This is an optimization exercise on Yosys and OpenROAD, whose aim is small area, a short achievable clock period and few clock cycles, not a production implementation. Only simulation tests tie the RTL to the original design; equivalence was not proved. Power is estimated from default activity; no workload was simulated.

v6:
// projectCPU2022
module projectCPU2022(
  clk,
  rst,
  wrEn,
  data_fromRAM,
  addr_toRAM,
  data_toRAM,
  PC,
  W
);
input clk, rst;
input wire [15:0] data_fromRAM;
output reg [15:0] data_toRAM;
output reg wrEn;
output reg [12:0] addr_toRAM;
output reg [12:0] PC;
output reg [15:0] W;
reg        stPC, stBus, stPtr, stWr, st2;
reg [2:0]  opcode;
reg [15:0] M;
reg        exe;       
reg        sub;       
wire [15:0] D     = data_fromRAM;
wire [12:0] PCinc = PC + 13'd1;
wire        opd0  = (D[12:0] == 13'd0);
wire        isADD = (opcode == 3'd0);
wire        isCMP = (opcode == 3'd4);
wire        isNOR = (opcode == 3'd1);
wire        isSRL = (opcode == 3'd2);
wire        isRRL = (opcode == 3'd3);
wire        isLD  = (opcode == 3'd6);
wire [15:0] p = M;
wire [15:0] g = W & ~M;
reg  [15:0] G, P;
integer j, s;
always @* begin
  G = g; P = p;
  G[0] = g[0] | (p[0] & sub);
  for (s = 1; s < 16; s = s * 2)
    for (j = 2 * s - 1; j < 16; j = j + 2 * s) begin
      G[j] = G[j] | (P[j] & G[j - s]);
      P[j] = P[j] & P[j - s];
    end
  for (s = 4; s >= 1; s = s / 2)
    for (j = 3 * s - 1; j < 16; j = j + 2 * s) begin
      G[j] = G[j] | (P[j] & G[j - s]);
      P[j] = P[j] & P[j - s];
    end
end
wire [15:0] sum = p ^ {G[14:0], sub};
wire        lt  = ~G[15];        
wire        eq  = &p;            
wire        left  = |M[15:4];
wire [3:0]  k     = M[3:0];
wire        fill  = isRRL;
reg  [15:0] Wrev, frev;
integer q;
always @* for (q = 0; q < 16; q = q + 1) Wrev[q] = W[15 - q];
wire [15:0] x0 = left ? Wrev : W;
wire [15:0] x1 = k[0] ? {x0[0]   & fill,       x0[15:1]} : x0;
wire [15:0] x2 = k[1] ? {x1[1:0] & {2{fill}},  x1[15:2]} : x1;
wire [15:0] x3 = k[2] ? {x2[3:0] & {4{fill}},  x2[15:4]} : x2;
wire [15:0] x4 = k[3] ? {x3[7:0] & {8{fill}},  x3[15:8]} : x3;
always @* for (q = 0; q < 16; q = q + 1) frev[q] = x4[15 - q];
wire [15:0] shres = left ? frev : x4;
wire        isSH  = isSRL | isRRL;
wire [15:0] cmpres = {{15{lt}}, ~eq};
wire [15:0] alu = ({16{isADD}} & sum) | ({16{isCMP}} & cmpres) | ({16{isNOR}} & ~(W | M)) |
                  ({16{isSH}} & shres) | ({16{isLD}} & M);
wire sFET = stPC & ~st2;
wire sDEC = stBus & ~st2;
wire sIND = stBus & st2;
wire sEXE = stPC & st2;
  ...
For scale: ~850 cells after synthesis, roughly 55 flip-flops, roughly 77 I/O pins, ~5100 um2 of cells after synthesis.
export LEC_CHECK = 0
export ABC_AREA = 1
export CAP_MARGIN = 5
export CORE_MARGIN = 2
export CORE_UTILIZATION = 40
export SETUP_SLACK_MARGIN = 2.5
export SLEW_MARGIN = 5
create_clock -name core_clock -period 5.0 [get_ports {clk}]
standard.sh (not shown) runs the stock make flow with config.mk's settings and CLKGATE_MAP_FILE= SYNTH_SCRIPT=/design/flow/synth_recipe.tcl, a recipe that flattens the netlist after the stock synthesis.
==> flow/flow/run.sh <==
#!/bin/bash
# The standard layout, with every port buffered by buf_2 rather than the flow's default
# buffer choice (a delay cell). The ORFS logs stay under orfs/logs; make's output goes to
# standard.log.
set -euo pipefail
export BUFFER_PORTS_ARGS="-buffer_cell sky130_fd_sc_hd__buf_2"
bash standard.sh > standard.log 2>&1
Testbench counts of v6, summed over its fixed seeds: cycles 57,384.
Input-level comparison between v37 and v6:
Settings: SLEW_MARGIN now 20, was 5; SETUP_SLACK_MARGIN now 2.4, was 2.5; CAP_MARGIN now 20, was 5.
[summary]
The via count reported for v37 is lower than the one for v6. From v6 to v37, total number of cells along the worst setup path did not move at all. Total combinational power: lower on v37. Setup TNS across v6 and v37: no real change. Comparing v6 and v37, the higher count of buffer and inverter cells on the critical path was measured on v37.
Inputs modified between v37 and v11:
Settings: SETUP_SLACK_MARGIN now 2.5, was 2.4.
==> flow/flow/run.sh <==
#!/bin/bash
# The standard layout with two changes:
#  - every port is buffered by buf_2 rather than the flow's default buffer choice (a delay cell);
#  - synthesis is synth_recipe.tcl unchanged except that ABC maps the combinational logic with
#    flow/abc.script (area-oriented mapping); flip-flops are mapped before ABC runs, so the
#    registers, their names and cell types are those of the standard synthesis.
# Logs: standard.log (make) and the ORFS step logs under orfs/logs.
set -euo pipefail
here=$(pwd)
{
  echo 'proc abc {args} {'
  echo '  set i [lsearch -exact $args -script]'
  echo "  if {\$i >= 0} { lset args [expr {\$i + 1}] $here/flow/abc.script }"
  echo '  yosys abc {*}$args'
  echo '}'
  cat synth_recipe.tcl
} > synth_own.tcl
export BUFFER_PORTS_ARGS="-buffer_cell sky130_fd_sc_hd__buf_2"
bash standard.sh SYNTH_SCRIPT=$here/synth_own.tcl finish > standard.log 2>&1
==> flow/flow/abc.script (new file) <==
strash
dc2
dch -f
map -a
topo
buffer -c
upsize -c
dnsize -c
Notes after the runs:
- v11 vs v37: wire length on met2 up by a few percent
- Growth of design area from synthesis to finish: higher on v11
- There was hardly any difference in setup skew after layout between v11 and v37.
- Share of post-route cells with drive strength above 1: v11 higher than v37
- [compare] base=v37 new=v11: final worst setup slack fell by 400 ps; routed wire length increased by about 5% relative to the old numbers; full die area fell by 1000 um2.

---

projectCPU2022 again, from the RTL that the note above started with.
==> flow/config.mk <==
export PLATFORM = sky130hd
export DESIGN_NAME = projectCPU2022
export DESIGN_NICKNAME = projectCPU2022
export VERILOG_FILES = /design/flow/design.v
export SDC_FILE = /design/flow/constraint.sdc
export NUM_CORES = 4
export LEC_CHECK = 0
export ABC_AREA = 1
export CAP_MARGIN = 20
export CORE_MARGIN = 2
export CORE_UTILIZATION = 40
export SETUP_SLACK_MARGIN = 2.5
export SLEW_MARGIN = 20
==> flow/constraint.sdc <==
create_clock -name core_clock -period 5.0 [get_ports {clk}]
set_input_delay 1.0000 -clock core_clock [delete_from_list [all_inputs] [get_ports {clk}]]
set_output_delay 1.0000 -clock core_clock [all_outputs]
set_load 0.01 [all_outputs]
==> flow/flow/run.sh <==
#!/bin/bash
# The standard layout with two changes:
#  - every port is buffered by buf_2 rather than the flow's default buffer choice (a delay cell);
#  - synthesis is synth_recipe.tcl unchanged except that ABC maps the combinational logic with
#    flow/abc.script (area-oriented mapping); flip-flops are mapped before ABC runs, so the
#    registers, their names and cell types are those of the standard synthesis.
# Logs: standard.log (make) and the ORFS step logs under orfs/logs.
set -euo pipefail
here=$(pwd)
{
  echo 'proc abc {args} {'
  echo '  set i [lsearch -exact $args -script]'
  echo "  if {\$i >= 0} { lset args [expr {\$i + 1}] $here/flow/abc.script }"
  echo '  yosys abc {*}$args'
  echo '}'
  cat synth_recipe.tcl
} > synth_own.tcl
export BUFFER_PORTS_ARGS="-buffer_cell sky130_fd_sc_hd__buf_2"
bash standard.sh SYNTH_SCRIPT=$here/synth_own.tcl finish > standard.log 2>&1
==> flow/flow/abc.script <==
strash
dch -f
amap
topo
stime -c
The starting point went through all stages and came out clean.
Testbench counts at the start, summed over its fixed seeds: cycles 57,384.
Next try:
==> flow/flow/run.sh (replaced) <==
#!/bin/bash
# The standard layout, with every port buffered by buf_2 rather than the flow's default
# buffer choice (a delay cell). The ORFS logs stay under orfs/logs; make's output goes to
# standard.log.
set -euo pipefail
export BUFFER_PORTS_ARGS="-buffer_cell sky130_fd_sc_hd__buf_2"
bash standard.sh > standard.log 2>&1
removed: flow/flow/abc.script
After rerunning:
- hold slack gains 23 ps
- design area is lower by about 9%
- synthesized cell count goes up by 43%
- sequential power went down by about 2%
- clock-buffer cell count is lower by 1
Next try:
==> flow/flow/run.sh (replaced) <==
#!/bin/bash
# The standard layout with two changes:
#  - every port is buffered by buf_2 rather than the flow's default buffer choice (a delay cell);
#  - synthesis is synth_recipe.tcl unchanged except that ABC maps the combinational logic with
#    flow/abc.script (area-oriented mapping); flip-flops are mapped before ABC runs, so the
#    registers, their names and cell types are those of the standard synthesis.
# Logs: standard.log (make) and the ORFS step logs under orfs/logs.
set -euo pipefail
here=$(pwd)
{
  echo 'proc abc {args} {'
  echo '  set i [lsearch -exact $args -script]'
  echo "  if {\$i >= 0} { lset args [expr {\$i + 1}] $here/flow/abc.script }"
  echo '  yosys abc {*}$args'
  echo '}'
  cat synth_recipe.tcl
} > synth_own.tcl
export BUFFER_PORTS_ARGS="-buffer_cell sky130_fd_sc_hd__buf_2"
bash standard.sh SYNTH_SCRIPT=$here/synth_own.tcl finish > standard.log 2>&1
==> flow/flow/abc.script (new file) <==
strash
dch -f
amap
topo
buffer -c
upsize -c
dnsize -c
What happened:
- The new run ran to the end with no violations
- via count shrinks by 9.5%
- maximum frequency shrinks by 17%
- design area grows by 1.3%

---

Setup of P:
The RTL this note starts from:
==> flow/design.v <==
module projectCPU2022(
  clk,
  rst,
  wrEn,
  data_fromRAM,
  addr_toRAM,
  data_toRAM,
  PC,
  W
);
input clk, rst;
input wire [15:0] data_fromRAM;
output reg [15:0] data_toRAM;
output reg wrEn;
output reg [12:0] addr_toRAM;
output reg [12:0] PC;
output reg [15:0] W;
reg        stPC, stBus, stPtr, stWr, st2;
reg [2:0]  opcode;
reg [15:0] M;
reg        exe;       
reg        sub;       
wire [15:0] D     = data_fromRAM;
wire [12:0] PCinc = PC + 13'd1;
wire        opd0  = (D[12:0] == 13'd0);
wire        isADD = (opcode == 3'd0);
wire        isCMP = (opcode == 3'd4);
wire        isNOR = (opcode == 3'd1);
wire        isSRL = (opcode == 3'd2);
wire        isRRL = (opcode == 3'd3);
wire        isLD  = (opcode == 3'd6);
wire [15:0] p = M;
wire [15:0] g = W & ~M;
reg  [15:0] G, P;
integer j, s;
always @* begin
  G = g; P = p;
  G[0] = g[0] | (p[0] & sub);
  for (s = 1; s < 16; s = s * 2)
    for (j = 0; j < 16; j = j + 1)
      if (j & s) begin
        G[j] = G[j] | (P[j] & G[(j & ~(s - 1)) - 1]);
        P[j] = P[j] & P[(j & ~(s - 1)) - 1];
      end
end
wire [15:0] sum = p ^ {G[14:0], sub};
wire        lt  = ~G[15];        
wire        eq  = &p;            
wire        left  = |M[15:4];
wire [3:0]  k     = M[3:0];
wire        fill  = isRRL;
reg  [15:0] Wrev, frev;
integer q;
always @* for (q = 0; q < 16; q = q + 1) Wrev[q] = W[15 - q];
wire [15:0] x0 = left ? Wrev : W;
wire [15:0] x1 = k[0] ? {x0[0]   & fill,       x0[15:1]} : x0;
wire [15:0] x2 = k[1] ? {x1[1:0] & {2{fill}},  x1[15:2]} : x1;
wire [15:0] x3 = k[2] ? {x2[3:0] & {4{fill}},  x2[15:4]} : x2;
wire [15:0] x4 = k[3] ? {x3[7:0] & {8{fill}},  x3[15:8]} : x3;
always @* for (q = 0; q < 16; q = q + 1) frev[q] = x4[15 - q];
wire [15:0] shres = left ? frev : x4;
wire        isSH  = isSRL | isRRL;
wire [15:0] cmpres = {{15{lt}}, ~eq};
wire [15:0] alu = ({16{isADD}} & sum) | ({16{isCMP}} & cmpres) | ({16{isNOR}} & ~(W | M)) |
                  ({16{isSH}} & shres) | ({16{isLD}} & M);
wire sFET = stPC & ~st2;
wire sDEC = stBus & ~st2;
wire sIND = stBus & st2;
wire sEXE = stPC & st2;
always @* begin
  addr_toRAM = ({13{stBus}} & D[12:0]) | ({13{stPC}} & PC) | ({13{stWr}} & M[12:0]) |
               {10'd0, stPtr, 2'd0};
  wrEn       = stWr;
  data_toRAM = W;
end
wire        cmpx  = sEXE && (opcode == 3'd4);
wire        addx  = sEXE && ((opcode == 3'd0) || (opcode == 3'd4));
always @(posedge clk) begin
  M   <= D ^ ({16{addx}} & W) ^ {16{cmpx}};
  sub <= cmpx;
end
always @(posedge clk) begin
  if (rst) begin
    stPC  <= 1'b1;
    stBus <= 1'b0;
    stPtr <= 1'b0;
    stWr  <= 1'b0;
    st2   <= 1'b0;
    PC    <= 13'd0;
    W     <= 16'd0;
    exe   <= 1'b0;
  end else begin
    exe <= 1'b0;
    if (exe)
      W <= alu;
    stPC  <= 1'b0;
    stBus <= 1'b0;
    stPtr <= 1'b0;
    stWr  <= 1'b0;
    st2   <= 1'b0;
    if (sFET)
      stBus <= 1'b1;                     
    if (sDEC) begin
      opcode <= D[15:13];
      if (D[15:13] != 3'd7)
        PC <= PCinc;
      if (opd0)
        stPtr <= 1'b1;                   
      else if (D[15:13] == 3'd7)
        stWr <= 1'b1;                    
      else begin
        stPC <= 1'b1;                    
        st2  <= 1'b1;
      end
    end
    if (stPtr) begin
      stBus <= 1'b1;                     
      st2   <= 1'b1;
    end
    if (sIND) begin
      if (opcode == 3'd7)
        stWr <= 1'b1;                    
      else begin
        stPC <= 1'b1;                    
        st2  <= 1'b1;
      end
    end
    if (sEXE) begin
      exe <= (opcode != 3'd5);
      if (opcode == 3'd5 && D == 16'd0) begin
        PC   <= W[12:0];
        stPC <= 1'b1;                    
      end else
        stBus <= 1'b1;                   
    end
    if (stWr) begin
      PC   <= PCinc;
      stPC <= 1'b1;                      
    end
  end
end
endmodule
Settings: LEC_CHECK=0, ABC_AREA=1, CAP_MARGIN=20, CORE_MARGIN=2, CORE_UTILIZATION=40, SETUP_SLACK_MARGIN=2.7, SLEW_MARGIN=20; clock period 5.0 ns.
==> flow/flow/run.sh <==
#!/bin/bash
# The standard layout, with every port buffered by buf_4 rather than the flow's default
# buffer choice (a delay cell). The ORFS logs stay under orfs/logs; make's output goes to
# standard.log.
set -euo pipefail
export BUFFER_PORTS_ARGS="-buffer_cell sky130_fd_sc_hd__buf_4"
bash standard.sh > standard.log 2>&1
Testbench counts of P, summed over its fixed seeds: cycles 57,384.
For Q, these inputs were changed with respect to P:
- swapping 2.7 for 2.5 in SETUP_SLACK_MARGIN
==> flow/run.sh (new file) <==
#!/bin/bash
# synth_recipe.tcl (not shown) runs the flow's synth.tcl, then flattens the netlist and writes it again
# the make line also repeats each setting of config.mk as NAME=value (left out here)
make -C /OpenROAD-flow-scripts/flow DESIGN_CONFIG=/design/flow/config.mk WORK_HOME=/design/flow/orfs CLKGATE_MAP_FILE= SYNTH_SCRIPT=/design/flow/synth_recipe.tcl finish
removed: flow/flow/run.sh
removed: flow/standard.sh
Notes after the runs:
Compared to P, Q has number of nets at the end of the flow 19 lower.
Looking at Q and P, the worst setup slack is a wash.
The sequential power was comparable across Q and P.
Share of cell area taken by flip-flops and latches: Q vs P up 0.85 points
Across both runs, wire length was higher for Q than for P.
For the register-to-register slack, Q came in 0.10 ns lower than P did.
Q -> P: maximum frequency from static timing analysis flat
Inputs modified between Q and R:
==> flow/flow/run.sh (new file) <==
#!/bin/bash
# The standard layout, with every port buffered by buf_2 rather than the flow's default
# buffer choice (a delay cell). The ORFS logs stay under orfs/logs; make's output goes to
# standard.log.
set -euo pipefail
export BUFFER_PORTS_ARGS="-buffer_cell sky130_fd_sc_hd__buf_2"
bash standard.sh > standard.log 2>&1
==> flow/standard.sh (new file) <==
#!/bin/bash
# synth_recipe.tcl (not shown) runs the flow's synth.tcl, then flattens the netlist and writes it again
# the make line also repeats each setting of config.mk as NAME=value (left out here)
make -C /OpenROAD-flow-scripts/flow DESIGN_CONFIG=/design/flow/config.mk WORK_HOME=/design/flow/orfs CLKGATE_MAP_FILE= SYNTH_SCRIPT=/design/flow/synth_recipe.tcl "${@:-finish}"
removed: flow/run.sh
Results
On switching share of power, the higher figure sits with R, not Q. Run comparison: R end point of the critical path addr_toRAM[3]; Q end point of the critical path addr_toRAM[11]. | buffering overhead | R vs Q | 3.1 points lower |. Q → R: number of non-clock buffers in the layout up 2; via count now sits lower; total wire length after detailed routing moved down.

## what the ideal ports hide
The results above use ideal ports. As a check the final layouts listed here were re-extracted and re-timed, cells and wires unchanged. Step 1 sets driving cells, clkbuf_16 on the clock port and buf_2 on the other inputs (assumed; they add their load-dependent delay and slew). Step 2 also shifts input and output timing later by t, the mid clock arrival at the registers, as if the neighbouring blocks saw the same clock. a / b / c = no drivers / after step 1 / after step 2; a / b = the first two.
run | t (ns) | setup WS [ns] | latest minus earliest clock arrival (ns)
v6 | 0.345 | 2.515 / 2.479 / 2.237 | 0.009 / 0.009
v37 | 0.338 | 2.416 / 2.377 / 2.217 | 0.006 / 0.006
v11 | 0.342 | 2.013 / 2.013 / 2.013 | 0.007 / 0.007
the first run of note 2 | 0.360 | 2.065 / 2.065 / 1.966 | 0.014 / 0.014
the second run of note 2 | 0.342 | 2.519 / 2.484 / 2.251 | 0.009 / 0.009
the third run of note 2 | 0.334 | 2.017 / 2.017 / 2.017 | 0.006 / 0.006
P | 0.346 | 2.525 / 2.500 / 2.337 | 0.007 / 0.007
Q | 0.340 | 2.523 / 2.492 / 2.229 | 0.012 / 0.012
R | 0.346 | 2.475 / 2.438 / 2.316 | 0.015 / 0.015
After both steps every run listed still meets setup and hold. For Q, which loses most, drivers alone change the setup slack by -0.031 ns; drivers and shift together by -0.294 ns.
